What follows belongs to an exercise in optimizing a design on an open flow for small area; a production flow would make more cautious choices. The RTL was checked by simulation tests, not by an equivalence proof against the original design. Power is estimated from default activity; no workload was simulated.

**flow/config.mk**
```make
export PLATFORM = sky130hd
export DESIGN_NAME = MIPS
export DESIGN_NICKNAME = MIPS
export VERILOG_FILES = /design/flow/design.v
export SDC_FILE = /design/flow/constraint.sdc
export NUM_CORES = 4
export LEC_CHECK = 0
export CAP_MARGIN = 20
export CORE_MARGIN = 2
export CORE_UTILIZATION = 40
export SLEW_MARGIN = 20
```
**flow/constraint.sdc**
```tcl
create_clock -name core_clock -period 10.0 [get_ports {clk}]
set_input_delay 2.0000 -clock core_clock [delete_from_list [all_inputs] [get_ports {clk}]]
set_output_delay 2.0000 -clock core_clock [all_outputs]
set_load 0.01 [all_outputs]
```
**flow/design.v**
```verilog
module MIPS(
	input clk,
	input rst_n,
	input cpu_en,
	input [7:0] data_read,
	input ram_send,
	input ram_receive,
	output reg cpu_send,
	output reg cpu_receive,
	output reg cpu_ready,
	output reg [15:0] data_addr,
	output reg [7:0] data_store,
	output reg [1:0] mem_ctrl,
	output reg done
	);
	localparam IDLE = 3'b000, IF = 3'b001, ID = 3'b011, EX = 3'b111, MEM = 3'b110, WB = 3'b100;
	wire rst = ~(rst_n & cpu_en);
	reg [15:0] R [7:0];
	reg [15:0] PC, IR, temp;
	reg [2:0] state;
	reg lv;
	reg [1:0] cnt;
	reg delay_cnt, delay_en;
	wire [3:0] OP = IR[15:12];
	wire [2:0] funct = IR[2:0];
	wire [5:0] im = IR[5:0];
	reg [15:0] rt;
	wire [15:0] rs = R[(state == ID) ? IR[8:6] : IR[11:9]];
	wire s_idle = state == IDLE;
	wire s_if   = state == IF;
	wire s_id   = state == ID;
	wire s_ex   = state == EX;
	wire s_mem  = state == MEM;
	wire s_wb   = state == WB;
	wire is_lw = OP == 4'b1100;
	wire is_sw = OP == 4'b1101;
	wire is_br = OP[3:1] == 3'b111;
	wire is_j  = OP[3:1] == 3'b010;
	wire [6:0] pc_b = s_ex ? ({1'b0, is_br ? im : 6'd0} + 7'd2) : {5'd0, cnt == 2'd2, cnt == 2'd1};
	wire [15:0] pc_sum = PC + {9'd0, pc_b};
	wire rtype = OP == 4'b0000;
	wire sub = s_ex & (rtype ? (funct[2:1] == 2'b01 || funct == 3'b100) : (OP[1:0] == 2'b01 || OP[2:1] == 2'b11));
	wire [15:0] alu_b0 = (s_ex & (rtype | is_br)) ? rt : {10'd0, im};
	wire eq = alu_sum[15:0] == 16'd0;
	wire [15:0] alu_b = sub ? ~alu_b0 : alu_b0;
	wire [16:0] alu_sum = {1'b0, rs} + {1'b0, alu_b} + {16'd0, sub | (cnt == 2'd1)};
	wire [15:0] logic_and = rs & alu_b0;
	wire [15:0] logic_or = rs | alu_b0;
	wire [7:0] cap_byte = s_if ? (cnt[0] ? IR[7:0] : IR[15:8]) : (cnt[0] ? temp[7:0] : temp[15:8]);
	wire cap_eq = cap_byte == data_read;
	wire [7:0] st_byte = cnt[0] ? rt[7:0] : rt[15:8];
	always @(posedge clk) begin
		if (rst) begin
			cpu_ready <= 1'b0;
			delay_cnt <= 1'b0;
		end else begin
			cpu_ready <= delay_en & ~delay_cnt;
			delay_cnt <= delay_en;
		end
	end
	always @(posedge clk)
		if (s_id) rt <= rs;
	wire wb_we = s_wb & (rtype | OP[3:2] == 2'b10 | is_lw);
	wire [2:0] wb_a = rtype ? IR[5:3] : IR[8:6];
	wire jal_we = s_ex & OP == 4'b0101;
	wire [15:0] wd = (jal_we ? PC : temp) & {16{~rst}};
	integer i;
	always @(posedge clk)
		for (i = 0; i < 8; i = i + 1)
			if (rst | (wb_we & wb_a == i) | (jal_we & i == 7))
				R[i] <= wd;
	always @(posedge clk) begin
		if (rst) begin
			PC <= 16'd0;
			IR <= 16'd0;
			temp <= 16'd0;
			{cpu_receive, cpu_send} <= 2'b00;
			lv <= 1'b0;
			state <= IDLE;
			data_addr <= 16'd0;
			data_store <= 8'd0;
			delay_en <= 1'b0;
			done <= 1'b0;
			mem_ctrl <= 2'd0;
			cnt <= 2'd0;
		end else begin
			if (lv) state <= {state[1:0], ~state[2]};
			lv <= ~lv & (cnt == 2'd2 | ~(s_if | (s_mem & (is_lw | is_sw))));
			case (state)
			IDLE: begin
				done <= 1'b0;
				cnt <= 2'd0;
				{cpu_receive, cpu_send} <= 2'b00;
				mem_ctrl <= 2'b00;
			end
			IF, MEM: begin
				if (s_if | is_lw) begin
					mem_ctrl <= 2'b10;
					{cpu_receive, cpu_send} <= 2'b00;
					if (cnt != 2'd2) begin
						data_addr <= s_if ? pc_sum : alu_sum[15:0];
						delay_en <= 1'b1;
						if (cpu_receive && ram_send) begin
							delay_en <= 1'b0;
							cnt <= cnt + 2'd1;
						end else if (ram_send) begin
							case ({s_if, cnt[0]})
							2'b11: IR[7:0] <= data_read;
							2'b10: IR[15:8] <= data_read;
							2'b01: temp[7:0] <= data_read;
							2'b00: temp[15:8] <= data_read;
							endcase
							cpu_receive <= cap_eq;
						end
					end else begin
						if (s_if) PC <= pc_sum;
						cnt <= 2'd0;
						mem_ctrl <= 2'b00;
					end
				end else if (is_sw) begin
					mem_ctrl <= 2'b01;
					{cpu_receive, cpu_send} <= 2'b00;
					if (cnt != 2'd2) begin
						data_addr <= alu_sum[15:0];
						data_store <= st_byte;
						if (cpu_send && ram_receive)
							cnt <= cnt + 2'd1;
						else if (data_store == st_byte)
							cpu_send <= 1'b1;
					end else begin
						cnt <= 2'd0;
						mem_ctrl <= 2'b00;
					end
				end else begin
					mem_ctrl <= 2'b00;
					data_store <= 8'd0;
					data_addr <= 16'd0;
				end
			end
			ID: begin
			end
			EX: begin
				if (rtype) begin
					case (funct)
					3'b000, 3'b001, 3'b010, 3'b011: temp <= alu_sum[15:0];
					3'b100: temp <= {15'd0, ~alu_sum[16]};
					3'b101: temp <= logic_and;
					3'b110: temp <= logic_or;
					3'b111: PC <= rs;
					endcase
				end else if (OP[3]) begin
					case (OP[2:0])
					3'b000, 3'b001: temp <= alu_sum[15:0];
					3'b010: temp <= logic_and;
					3'b011: temp <= logic_or;
					3'b110: if (eq) PC <= {pc_sum[14:0], 1'b0};
					3'b111: if (!eq) PC <= {pc_sum[14:0], 1'b0};
					default: temp <= 16'd0;
					endcase
				end else if (is_j) begin
					PC <= {pc_sum[15:12], IR[11:0]};
				end
				cnt <= 2'd0;
				data_addr <= 16'd0;
			end
			WB: begin
				done <= 1'b1;
			end
			default: ;
			endcase
		end
	end
endmodule
```
**flow/run.sh**
```bash
#!/bin/bash
# synth_recipe.tcl (not shown) runs the flow's synth.tcl, then flattens the netlist and writes it again
# the make line also repeats each setting of config.mk as NAME=value (left out here)
make -C /OpenROAD-flow-scripts/flow DESIGN_CONFIG=/design/flow/config.mk WORK_HOME=/design/flow/orfs CLKGATE_MAP_FILE= SYNTH_SCRIPT=/design/flow/synth_recipe.tcl finish
```
==> summary.txt <==
==> cell families after synthesis <==
family	count (synthesis)	synth area share (%)
buffers and inverters	128	4.01
multiplexers	84	7.21
AND/OR/NAND/NOR	494	17.2
AO/OA/AOI/OAI	419	20.1
XOR/XNOR	57	3.74
flip-flops	230	45.2
adder cells (fa/ha/maj)	26	2.52
==> sequential cells by signal, indices dropped and copies added (netlist names), 2 cells and up <==
signal and cells:
cnt 2, data_store 8, temp 16, mem_ctrl 2
PC 16, data_addr 16, rt 16, state 3
IR 16, R 128
==> power by group <==
group          internal (W)  switching, W
Clock              0.000592      0.000413
Combinational     0.0000370     0.0000871
Sequential          0.00103    0.00000817
==> per-stage QoR <==
step	cells	util [%]	setup WS [ps]	hold WS [ps]	total power (W)
6_report	1904	46.3	2560	379	0.00216
5_1_grt	1904	46.3	1940	389	0.00223
4_1_cts	1904	46.3	2670	382	0.00217
3_5_place_dp	1856	43.5	2720	375	0.00118
3_3_place_gp	1855	43.5	2910	375	0.00118
2_1_floorplan	1438	-	4510	367	0.00112
==> area by class of cell <==
class	instances	area, sq um	share of cell area [%]
timing repair buffer	78	691	4.56
tap	442	553	3.65
clock inverter	15	174	1.15
multi-input combinational	1080	6870	45.3
sequential	230	6050	39.9
inverter	26	100	0.661
clock buffer	33	719	4.75
==> routing by layer <==
metal | track usage (%) | vias up | share of wire, %
met5 | 0 | - | 0
met4 | 10.9 | 0 | 4.6
met3 | 4.89 | 128 | 9.3
met2 | 40.4 | 627 | 44
met1 | 36.5 | 5760 | 42
li1 | - | 5333 | -
==> cell usage in the layout (no fill, tap or decap), drive strengths merged, types with 5 or more instances in the layout <==
| master | count |
|---|---|
| a22oi | 33 |
| a222oi | 5 |
| a221o | 7 |
| mux4 | 8 |
| o21a | 6 |
| nor3 | 31 |
| clkdlybuf4s50 | 42 |
| and2 | 7 |
| o21ai | 95 |
| and3 | 13 |
| a221oi | 14 |
| nor2b | 14 |
| or2 | 7 |
| buf | 36 |
| mux2i | 61 |
| nor2 | 178 |
| nand2 | 141 |
| a211oi | 26 |
| o31ai | 10 |
| clkbuf | 33 |
| mux2 | 15 |
| edfxtp | 144 |
| o22ai | 14 |
| clkinv | 7 |
| nand3b | 12 |
| ha | 22 |
| a21oi | 119 |
| o211ai | 10 |
| nand3 | 34 |
| nand4 | 11 |
| a21boi | 5 |
| nor4 | 6 |
| xnor2 | 36 |
| nand2b | 19 |
| dfxtp | 86 |
| xor2 | 21 |
| nor3b | 5 |
| a21o | 18 |
| inv | 28 |
| a31oi | 16 |
==> final timing paths <==
path,startpoint,end,slack [ps],cells after the start
worst max-delay path,state[0],PC[1],2560,23
worst min-delay path,delay_cnt,cpu_ready,380,1
worst max register to register,state[0],PC[1],2560,23
worst min register to register,delay_cnt,cpu_ready,380,1
==> key figures <==
Outcome
  • Status: complete, no violations

Worst setup path
  • CP max stage cell: inv_2
  • Slowest stage delay, CP: between 600 and 700 ps
  • WP data required: between 10000 and 15000 ps
  • Setup crit end kind: register
  • CP Launch Type: register
  • Setup Crit Path Kind: register to register
  • Crit path buffers/inverters: 3
  • Crit-path max FO: 29
  • Worst path top cell family by delay: compound AO/OA/AOI/OAI gates
  • Worst-path cell chain: nand3b_4 > inv_2 > mux2i_2 > buf_4 > nor2_1 > nand2_1 > a21oi_1 > o22ai_1 > inv_1 > ha_1 > a21o_1 > a21o_1 > a21o_1 > a21oi_1 > o31ai_1 > o31a_1 > a311o_1 > a21oi_1 > nand3_1 > or4_4 > nand3_2 > nor2_1 > a211oi_2
  • CP arrival: about 8000 ps

Global route
  • First-pass GRT wire length: roughly 71 mm
  • Overall routing resource usage: about a quarter
  • Initial antenna violation count: 0
  • Maximum number of pins on one net before global-route repair: 52
  • Vias in the first global route: roughly 11k
  • Grt total ovfl: 0

Yosys
  • Ys async rst share: 0%
  • Top-count cell post-synth: nor2_1
  • Synth cell types: 85
  • Synth Flop Type: edfxtp_1
  • Avg Cell Area, Syn: around 9.3 sq um
  • Synth area leaders: edfxtp_1 (32%), dfxtp_1 (13%), nor2_1 (5.0%)
  • Syn Inst Count: 1438
  • Synthesized area: 0.0134 sq mm
  • Largest area contributor in the netlist: edfxtp_1
  • Number of flops mapped to enable cells by yosys: about 140
  • Ys Warns: 2
  • Post-synth top area share: between 30 and 40%
  • Post-synthesis sequential area ratio: between 40% and 50%
  • Post-synth top cells: nor2_1 (178), edfxtp_1 (144), nand2_1 (141)
  • Post-synthesis register bit count: 230
  • Syn Nets: ~1.5k

Die
  • Die height: between 150 and 200 um
  • Core area: around 0.033 sq mm
  • Num ports: 43
  • Starting Density: 40.9%
  • Row cnt: 66
  • Die width: between 150 and 200 um
  • Die footprint: ~0.035 sq mm

Cells and area
  • Layout net count: ~1.5k
  • Syn-to-layout area delta: 13.4%
  • Diodes inserted: 0
  • FILL cells: between 3k and 4k
  • Layout cells sized above 1: 8.82%
  • Post-route cell area: roughly 0.015 sq mm

Power and ir drop
  • VDD IR max: approximately 0.00018 V
  • PD cells: ~140 mW/mm^2
  • Leakage power: 5.56 nW

Route
  • Detail Route Antenna Nets: 0
  • First-pass iteration count of the detailed router: 6
  • Via density: 6.22
  • DRT Wirelength: between 40 and 50 mm
  • Routed len/inst: roughly 25 um
  • Vias: 11.8k
  • DRT iter0 DRCs: approximately 1.4k
  • DR DRC count: 0

Clocking
  • H-tree Lvls: 1
  • Hold Buf Count CTS: 0
  • Setup Buffers After CTS: 0
  • CTS tree: yes
  • Clock transition at path regs: 60 ps
  • Skew-Pair Late Insertion Delay: around 560 ps
  • Clock tree buffer depth: 3
  • CTS sink count: 230
  • CTS Buf Count: 27
  • Post-CTS sizing: 0
  • Clock root buffer: clkbuf_16

STA
  • Relative slew slack: 27.0%
  • Hold violation total from the final report: 0
  • Slew @ Worst Pin: 1100 ps
  • Max-slew violations: 0
  • Fmax achieved: roughly 130 MHz
  • RSZ-0062 raised after global routing: no
  • Skew final: ~14 ps
  • Period utilisation layout: 74.4%
  • Post-layout min period: between 7000 and 8000 ps
  • Final setup fails: 0
  • Sum of negative setup slack: 0 ps

Place
  • DP HPWL: between 30 and 40 mm
  • GP Congestion: roughly 0.96
  • Placed cell areas: 0.0142 sq mm
  • PortBufs: between 40 and 50

Min path
  • Worst hold-check path type: register to register

Flow run
  • Maxcap violations: 0

static timing again, ports no longer ideal:
Ports are ideal in the flow. The routed layout listed here was re-timed in OpenROAD.
Step 1, drivers: a clkbuf_16 drives clk and a buf_2 each remaining input, both assumed.
Step 2 moves the port delays by t, midway between the first and last clock arrival at a register: inputs arrive t later, outputs are due t later. That takes back most of the time a late clock gives input paths.
Three values: ideal, step 1, step 2; two values: the first two.
t, ns: 0.604
setup slack, ns: 2.561 / 2.561 / 2.561
worst setup path at the end: register to register
slew at the worst register clock pin (ns): 0.07 / 0.07
pins driven straight from the clock port: 1
After both steps setup and hold are still met in this run. The setup slack of this run moves by 0.000 ns with the drivers and by 0.000 ns with both steps.
